What follows belongs to an exercise in optimizing a design on an open flow for small area, a short achievable clock period and few clock cycles per item; a production flow would make more cautious choices. At most, simulation tests tie the RTL to the original design; equivalence was not proved.

==> inputs of 09-24 <==
==> flow/design.v <==
module divider_400bit (
    input wire clk,
    input wire rst,
    input wire start,
    input wire [399:0] dividend,
    input wire [7:0] divisor,
    output reg [399:0] quotient,
    output reg done
);
    reg busy;                     
    reg [4:0] idx;             
    reg [15:0] chunk;            
    reg [7:0] rem;                
    reg [7:0] dvs;                
    reg [9:0] mul3;            
    wire [15:0] nchunk;
    wire [24:0] sel;             
    genvar g;
    for (g = 0; g < 25; g = g + 1) begin : sel_
        assign sel[g] = idx == g;
    end
    div400_chunk_mux chunk_mux (.dividend(dividend), .sel(sel), .chunk(nchunk));
    wire [7:0] r0 = rem;
    wire [9:0] t0 = {r0, chunk[15:14]};
    wire [10:0] df0_1 = {1'b0, t0} - {1'b0, {2'd0, dvs}};
    wire [10:0] df0_2 = {1'b0, t0} - {1'b0, ({2'd0, dvs} << 1)};
    wire [10:0] df0_3 = {1'b0, t0} - {1'b0, mul3};
    reg [7:0] r1;
    reg [1:0] q0;
    always @* begin
        r1 = t0[7:0];
        q0 = 2'd0;
        if (!df0_1[10]) begin r1 = df0_1[7:0]; q0 = 2'd1; end
        if (!df0_2[10]) begin r1 = df0_2[7:0]; q0 = 2'd2; end
        if (!df0_3[10]) begin r1 = df0_3[7:0]; q0 = 2'd3; end
    end
    wire [9:0] t1 = {r1, chunk[13:12]};
    wire [10:0] df1_1 = {1'b0, t1} - {1'b0, {2'd0, dvs}};
    wire [10:0] df1_2 = {1'b0, t1} - {1'b0, ({2'd0, dvs} << 1)};
    wire [10:0] df1_3 = {1'b0, t1} - {1'b0, mul3};
    reg [7:0] r2;
    reg [1:0] q1;
    always @* begin
        r2 = t1[7:0];
        q1 = 2'd0;
        if (!df1_1[10]) begin r2 = df1_1[7:0]; q1 = 2'd1; end
        if (!df1_2[10]) begin r2 = df1_2[7:0]; q1 = 2'd2; end
        if (!df1_3[10]) begin r2 = df1_3[7:0]; q1 = 2'd3; end
    end
    wire [9:0] t2 = {r2, chunk[11:10]};
    wire [10:0] df2_1 = {1'b0, t2} - {1'b0, {2'd0, dvs}};
    wire [10:0] df2_2 = {1'b0, t2} - {1'b0, ({2'd0, dvs} << 1)};
    wire [10:0] df2_3 = {1'b0, t2} - {1'b0, mul3};
    reg [7:0] r3;
    reg [1:0] q2;
    always @* begin
        r3 = t2[7:0];
        q2 = 2'd0;
        if (!df2_1[10]) begin r3 = df2_1[7:0]; q2 = 2'd1; end
        if (!df2_2[10]) begin r3 = df2_2[7:0]; q2 = 2'd2; end
        if (!df2_3[10]) begin r3 = df2_3[7:0]; q2 = 2'd3; end
    end
    wire [9:0] t3 = {r3, chunk[9:8]};
    wire [10:0] df3_1 = {1'b0, t3} - {1'b0, {2'd0, dvs}};
    wire [10:0] df3_2 = {1'b0, t3} - {1'b0, ({2'd0, dvs} << 1)};
    wire [10:0] df3_3 = {1'b0, t3} - {1'b0, mul3};
    reg [7:0] r4;
    reg [1:0] q3;
    always @* begin
        r4 = t3[7:0];
        q3 = 2'd0;
        if (!df3_1[10]) begin r4 = df3_1[7:0]; q3 = 2'd1; end
        if (!df3_2[10]) begin r4 = df3_2[7:0]; q3 = 2'd2; end
        if (!df3_3[10]) begin r4 = df3_3[7:0]; q3 = 2'd3; end
    end
    wire [9:0] t4 = {r4, chunk[7:6]};
    wire [10:0] df4_1 = {1'b0, t4} - {1'b0, {2'd0, dvs}};
    wire [10:0] df4_2 = {1'b0, t4} - {1'b0, ({2'd0, dvs} << 1)};
    wire [10:0] df4_3 = {1'b0, t4} - {1'b0, mul3};
    reg [7:0] r5;
    reg [1:0] q4;
    always @* begin
        r5 = t4[7:0];
        q4 = 2'd0;
        if (!df4_1[10]) begin r5 = df4_1[7:0]; q4 = 2'd1; end
        if (!df4_2[10]) begin r5 = df4_2[7:0]; q4 = 2'd2; end
        if (!df4_3[10]) begin r5 = df4_3[7:0]; q4 = 2'd3; end
    end
    wire [9:0] t5 = {r5, chunk[5:4]};
    wire [10:0] df5_1 = {1'b0, t5} - {1'b0, {2'd0, dvs}};
    wire [10:0] df5_2 = {1'b0, t5} - {1'b0, ({2'd0, dvs} << 1)};
    wire [10:0] df5_3 = {1'b0, t5} - {1'b0, mul3};
    reg [7:0] r6;
    reg [1:0] q5;
    always @* begin
        r6 = t5[7:0];
        q5 = 2'd0;
        if (!df5_1[10]) begin r6 = df5_1[7:0]; q5 = 2'd1; end
        if (!df5_2[10]) begin r6 = df5_2[7:0]; q5 = 2'd2; end
        if (!df5_3[10]) begin r6 = df5_3[7:0]; q5 = 2'd3; end
    end
    wire [9:0] t6 = {r6, chunk[3:2]};
    wire [10:0] df6_1 = {1'b0, t6} - {1'b0, {2'd0, dvs}};
    wire [10:0] df6_2 = {1'b0, t6} - {1'b0, ({2'd0, dvs} << 1)};
    wire [10:0] df6_3 = {1'b0, t6} - {1'b0, mul3};
    reg [7:0] r7;
    reg [1:0] q6;
    always @* begin
        r7 = t6[7:0];
        q6 = 2'd0;
        if (!df6_1[10]) begin r7 = df6_1[7:0]; q6 = 2'd1; end
        if (!df6_2[10]) begin r7 = df6_2[7:0]; q6 = 2'd2; end
        if (!df6_3[10]) begin r7 = df6_3[7:0]; q6 = 2'd3; end
    end
    wire [9:0] t7 = {r7, chunk[1:0]};
    wire [10:0] df7_1 = {1'b0, t7} - {1'b0, {2'd0, dvs}};
    wire [10:0] df7_2 = {1'b0, t7} - {1'b0, ({2'd0, dvs} << 1)};
    wire [10:0] df7_3 = {1'b0, t7} - {1'b0, mul3};
    reg [7:0] r8;
    reg [1:0] q7;
    always @* begin
        r8 = t7[7:0];
        q7 = 2'd0;
        if (!df7_1[10]) begin r8 = df7_1[7:0]; q7 = 2'd1; end
        if (!df7_2[10]) begin r8 = df7_2[7:0]; q7 = 2'd2; end
        if (!df7_3[10]) begin r8 = df7_3[7:0]; q7 = 2'd3; end
    end
    wire [15:0] qk = {q0, q1, q2, q3, q4, q5, q6, q7};
    always @(posedge clk) begin
        dvs <= divisor;
        mul3 <= 10'd3 * {2'd0, divisor};
        chunk <= nchunk;
        rem <= busy ? r8 : 8'd0;
        if (busy)
            quotient <= {quotient[383:0], qk};
    end
    always @(posedge clk or posedge rst) begin
        if (rst) begin
            busy <= 1'b0;
            done <= 1'b0;
            idx <= 5'd0;
        end else begin
            done <= 1'b0;
            if (busy) begin
                if (idx == 5'd25) begin
                    busy <= 1'b0;
                    done <= 1'b1;
                    idx <= 5'd0;
                end else begin
                    idx <= idx + 1'b1;
                end
            end else if (start) begin
                busy <= 1'b1;
                idx <= 5'd1;
            end
        end
    end
endmodule
module div400_chunk_mux (
    input wire [399:0] dividend,
    input wire [24:0] sel,
    output wire [15:0] chunk
);
    wire [399:0] dpad = dividend;
    genvar b, j;
    generate
        for (b = 0; b < 16; b = b + 1) begin : bit_
            wire [24:0] hit;
            for (j = 0; j < 25; j = j + 1) begin : chunk_
                assign hit[j] = dpad[399 - 16*j - (15 - b)] & sel[j];
            end
            assign chunk[b] = |hit;
        end
    endgenerate
endmodule
==> flow/flow/run.sh <==
#!/bin/bash
# Own layout flow: the standard flow (standard.sh) with smaller port buffers,
# a lighter clock tree and a timing-repair margin. Every tool's output goes to a log
# file in this folder (make_*.log) and ORFS's own logs under orfs/logs/.
set -euo pipefail
cd "$(dirname "$0")/.."
# Port buffers: one small buffer on every input and output port.
export BUFFER_PORTS_ARGS="-buffer_cell sky130_fd_sc_hd__buf_1"
# Clock tree: smaller clock buffers, bigger sink clusters, no dummy loads.
export CTS_ARGS="-sink_clustering_enable -repair_clock_nets -buf_list {sky130_fd_sc_hd__clkbuf_8} -sink_clustering_size 15 -sink_clustering_max_diameter 80 -dont_use_dummy_load"
# Timing repair aims for this much setup slack (ns) at the design's clock period.
export SETUP_SLACK_MARGIN=29.5
export TNS_END_PERCENT=5
# Synthesis: leave adders as plain gates for ABC (no full/half-adder cells); the
# registers are the standard synthesis's.
export ADDER_MAP_FILE=
bash standard.sh finish > make_finish.log 2>&1
==> flow/standard.sh <==
#!/bin/bash
# synth_recipe.tcl (not shown) runs the flow's synth.tcl, then flattens the netlist and writes it again
# the make line also repeats each setting of config.mk as NAME=value (left out here)
make -C /OpenROAD-flow-scripts/flow DESIGN_CONFIG=/design/flow/config.mk WORK_HOME=/design/flow/orfs CLKGATE_MAP_FILE= SYNTH_SCRIPT=/design/flow/synth_recipe.tcl "${@:-finish}"
==> flow/config.mk <==
export PLATFORM = sky130hd
export DESIGN_NAME = divider_400bit
export DESIGN_NICKNAME = divider_400bit
export VERILOG_FILES = /design/flow/design.v
export SDC_FILE = /design/flow/constraint.sdc
export NUM_CORES = 4
export LEC_CHECK = 0
export ABC_AREA = 1
export CAP_MARGIN = 20
export CORE_MARGIN = 2
export CORE_UTILIZATION = 46
export PLACE_DENSITY = 0.7
export SLEW_MARGIN = 20
==> flow/constraint.sdc <==
create_clock -name core_clock -period 40.0 [get_ports {clk}]
set_input_delay 8.0000 -clock core_clock [delete_from_list [all_inputs] [get_ports {clk}]]
set_output_delay 8.0000 -clock core_clock [all_outputs]
set_load 0.01 [all_outputs]
==> inputs of 11-02, as changes to 09-24 <==
==> flow/design.v, changed modules only <==
module divider_400bit (
    input wire clk,
    input wire rst,
    input wire start,
    input wire [399:0] dividend,
    input wire [7:0] divisor,
    output reg [399:0] quotient,
    output reg done
);
    reg busy;                     
    reg [4:0] idx;             
    reg [13:0] chunk;            
    reg [7:0] rem;                
    reg [7:0] dvs;                
    reg [9:0] mul3;            
    wire [13:0] nchunk;
    wire [28:0] sel;             
    genvar g;
    for (g = 0; g < 29; g = g + 1) begin : sel_
        assign sel[g] = idx == g;
    end
    div400_chunk_mux chunk_mux (.dividend(dividend), .sel(sel), .chunk(nchunk));
    wire [7:0] r0 = rem;
    wire [9:0] t0 = {r0, chunk[13:12]};
    wire [10:0] df0_1 = {1'b0, t0} - {1'b0, {2'd0, dvs}};
    wire [10:0] df0_2 = {1'b0, t0} - {1'b0, ({2'd0, dvs} << 1)};
    wire [10:0] df0_3 = {1'b0, t0} - {1'b0, mul3};
    reg [7:0] r1;
    reg [1:0] q0;
    always @* begin
        r1 = t0[7:0];
        q0 = 2'd0;
        if (!df0_1[10]) begin r1 = df0_1[7:0]; q0 = 2'd1; end
        if (!df0_2[10]) begin r1 = df0_2[7:0]; q0 = 2'd2; end
        if (!df0_3[10]) begin r1 = df0_3[7:0]; q0 = 2'd3; end
    end
    wire [9:0] t1 = {r1, chunk[11:10]};
    wire [10:0] df1_1 = {1'b0, t1} - {1'b0, {2'd0, dvs}};
    wire [10:0] df1_2 = {1'b0, t1} - {1'b0, ({2'd0, dvs} << 1)};
    wire [10:0] df1_3 = {1'b0, t1} - {1'b0, mul3};
    reg [7:0] r2;
    reg [1:0] q1;
    always @* begin
        r2 = t1[7:0];
        q1 = 2'd0;
        if (!df1_1[10]) begin r2 = df1_1[7:0]; q1 = 2'd1; end
        if (!df1_2[10]) begin r2 = df1_2[7:0]; q1 = 2'd2; end
        if (!df1_3[10]) begin r2 = df1_3[7:0]; q1 = 2'd3; end
    end
    wire [9:0] t2 = {r2, chunk[9:8]};
    wire [10:0] df2_1 = {1'b0, t2} - {1'b0, {2'd0, dvs}};
    wire [10:0] df2_2 = {1'b0, t2} - {1'b0, ({2'd0, dvs} << 1)};
    wire [10:0] df2_3 = {1'b0, t2} - {1'b0, mul3};
    reg [7:0] r3;
    reg [1:0] q2;
    always @* begin
        r3 = t2[7:0];
        q2 = 2'd0;
        if (!df2_1[10]) begin r3 = df2_1[7:0]; q2 = 2'd1; end
        if (!df2_2[10]) begin r3 = df2_2[7:0]; q2 = 2'd2; end
        if (!df2_3[10]) begin r3 = df2_3[7:0]; q2 = 2'd3; end
    end
    wire [9:0] t3 = {r3, chunk[7:6]};
    wire [10:0] df3_1 = {1'b0, t3} - {1'b0, {2'd0, dvs}};
    wire [10:0] df3_2 = {1'b0, t3} - {1'b0, ({2'd0, dvs} << 1)};
    wire [10:0] df3_3 = {1'b0, t3} - {1'b0, mul3};
    reg [7:0] r4;
    reg [1:0] q3;
    always @* begin
        r4 = t3[7:0];
        q3 = 2'd0;
        if (!df3_1[10]) begin r4 = df3_1[7:0]; q3 = 2'd1; end
        if (!df3_2[10]) begin r4 = df3_2[7:0]; q3 = 2'd2; end
        if (!df3_3[10]) begin r4 = df3_3[7:0]; q3 = 2'd3; end
    end
    wire [9:0] t4 = {r4, chunk[5:4]};
    wire [10:0] df4_1 = {1'b0, t4} - {1'b0, {2'd0, dvs}};
    wire [10:0] df4_2 = {1'b0, t4} - {1'b0, ({2'd0, dvs} << 1)};
    wire [10:0] df4_3 = {1'b0, t4} - {1'b0, mul3};
    reg [7:0] r5;
    reg [1:0] q4;
    always @* begin
        r5 = t4[7:0];
        q4 = 2'd0;
        if (!df4_1[10]) begin r5 = df4_1[7:0]; q4 = 2'd1; end
        if (!df4_2[10]) begin r5 = df4_2[7:0]; q4 = 2'd2; end
        if (!df4_3[10]) begin r5 = df4_3[7:0]; q4 = 2'd3; end
    end
    wire [9:0] t5 = {r5, chunk[3:2]};
    wire [10:0] df5_1 = {1'b0, t5} - {1'b0, {2'd0, dvs}};
    wire [10:0] df5_2 = {1'b0, t5} - {1'b0, ({2'd0, dvs} << 1)};
    wire [10:0] df5_3 = {1'b0, t5} - {1'b0, mul3};
    reg [7:0] r6;
    reg [1:0] q5;
    always @* begin
        r6 = t5[7:0];
        q5 = 2'd0;
        if (!df5_1[10]) begin r6 = df5_1[7:0]; q5 = 2'd1; end
        if (!df5_2[10]) begin r6 = df5_2[7:0]; q5 = 2'd2; end
        if (!df5_3[10]) begin r6 = df5_3[7:0]; q5 = 2'd3; end
    end
    wire [9:0] t6 = {r6, chunk[1:0]};
    wire [10:0] df6_1 = {1'b0, t6} - {1'b0, {2'd0, dvs}};
    wire [10:0] df6_2 = {1'b0, t6} - {1'b0, ({2'd0, dvs} << 1)};
    wire [10:0] df6_3 = {1'b0, t6} - {1'b0, mul3};
    reg [7:0] r7;
    reg [1:0] q6;
    always @* begin
        r7 = t6[7:0];
        q6 = 2'd0;
        if (!df6_1[10]) begin r7 = df6_1[7:0]; q6 = 2'd1; end
        if (!df6_2[10]) begin r7 = df6_2[7:0]; q6 = 2'd2; end
        if (!df6_3[10]) begin r7 = df6_3[7:0]; q6 = 2'd3; end
    end
    wire [13:0] qk = {q0, q1, q2, q3, q4, q5, q6};
    always @(posedge clk) begin
        dvs <= divisor;
        mul3 <= 10'd3 * {2'd0, divisor};
        chunk <= nchunk;
        rem <= busy ? r7 : 8'd0;
        if (busy)
            quotient <= {quotient[385:0], qk};
    end
    always @(posedge clk or posedge rst) begin
        if (rst) begin
            busy <= 1'b0;
            done <= 1'b0;
            idx <= 5'd0;
        end else begin
            done <= 1'b0;
            if (busy) begin
                if (idx == 5'd29) begin
                    busy <= 1'b0;
                    done <= 1'b1;
                    idx <= 5'd0;
                end else begin
                    idx <= idx + 1'b1;
                end
            end else if (start) begin
                busy <= 1'b1;
                idx <= 5'd1;
            end
        end
    end
endmodule
module div400_chunk_mux (
    input wire [399:0] dividend,
    input wire [28:0] sel,
    output wire [13:0] chunk
);
    wire [405:0] dpad = {6'd0, dividend};
    genvar b, j;
    generate
        for (b = 0; b < 14; b = b + 1) begin : bit_
            wire [28:0] hit;
            for (j = 0; j < 29; j = j + 1) begin : chunk_
                assign hit[j] = dpad[405 - 14*j - (13 - b)] & sel[j];
            end
            assign chunk[b] = |hit;
        end
    endgenerate
endmodule
--- a/flow/flow/run.sh
+++ b/flow/flow/run.sh
@@ -9,7 +9,7 @@
 # Clock tree: smaller clock buffers, bigger sink clusters, no dummy loads.
 export CTS_ARGS="-sink_clustering_enable -repair_clock_nets -buf_list {sky130_fd_sc_hd__clkbuf_8} -sink_clustering_size 15 -sink_clustering_max_diameter 80 -dont_use_dummy_load"
 # Timing repair aims for this much setup slack (ns) at the design's clock period.
-export SETUP_SLACK_MARGIN=29.5
+export SETUP_SLACK_MARGIN=30.5
 export TNS_END_PERCENT=5
 # Synthesis: leave adders as plain gates for ABC (no full/half-adder cells); the
 # registers are the standard synthesis's.
==> run notes <==
metric	09-24	11-02
Worst relative slew slack	17.1%	27.8%
Die Wd	252 µm	243 µm
Fraction of layout cells with a size suffix above 1	16.2%	13.9%
Post-detailed-placement cell area	32200 µm²	30300 µm²
Final routed wirelength across all metal layers	116000 µm	112000 µm
WL met2	53300 µm	52000 µm
XOR/XNOR share of the synthesized area	2.13%	2.33%
Largest cell class	multi-input combinational cells	sequential cells
Worst Hold Slack	0.387 ns	0.402 ns
Layout overhead on the synthesized area	19.0%	20.9%
Status	timing/DRC/antenna clean	timing/DRC/antenna clean
Transition at the pin with the smallest max-transition slack	1.24 ns	1.08 ns
Wire length on met1	41200 µm	41300 µm
Crit path depth	92	6
Fraction of area in registers	38.6%	40.8%
Critical path launch point type	register	input pin
Number of search-and-repair iterations in the first detailed-routing pass	6	7
Area of the placeable core	61400 µm²	56500 µm²
Number of buffers created by CTS	41	37
Testbench counts of 11-02, summed over its fixed seeds: cycles 9,600, items 320.
Function not checked in 09-24: the RTL went through the layout flow alone.

afterwards: timing with drivers on the ports:
In the flow no input, the clock included, has a driving cell. The finished layouts below were timed again as built, in two steps. Step 1 (the two cells are an assumption about what drives the block):
set clk [get_ports {clk}]
set_driving_cell -lib_cell sky130_fd_sc_hd__clkbuf_16 $clk
set_driving_cell -lib_cell sky130_fd_sc_hd__buf_2 [delete_from_list [all_inputs] $clk]
Step 2 moves the port delays by t, midway between the first and last clock arrival at a register: inputs arrive t later, outputs are due t later. That takes back most of the time a late clock gives input paths. Slacks: no drivers / after step 1 / after step 2; pairs: no drivers / after step 1.
| run | shift t [ns] | slack for setup (ns) | clock arrival spread, ns | worst slew at a driven data input, ns |
|---|---|---|---|---|
| 09-24 | 0.678 | 29.280 / 29.280 / 29.280 | 0.090 / 0.090 | 0.25 |
| 11-02 | 0.641 | 30.382 / 30.422 / 29.780 | 0.074 / 0.075 | 0.15 |
After both steps setup and hold are still met in every run listed. The setup slack of 11-02, which loses most, moves by +0.040 ns with the drivers and by -0.602 ns with both steps.
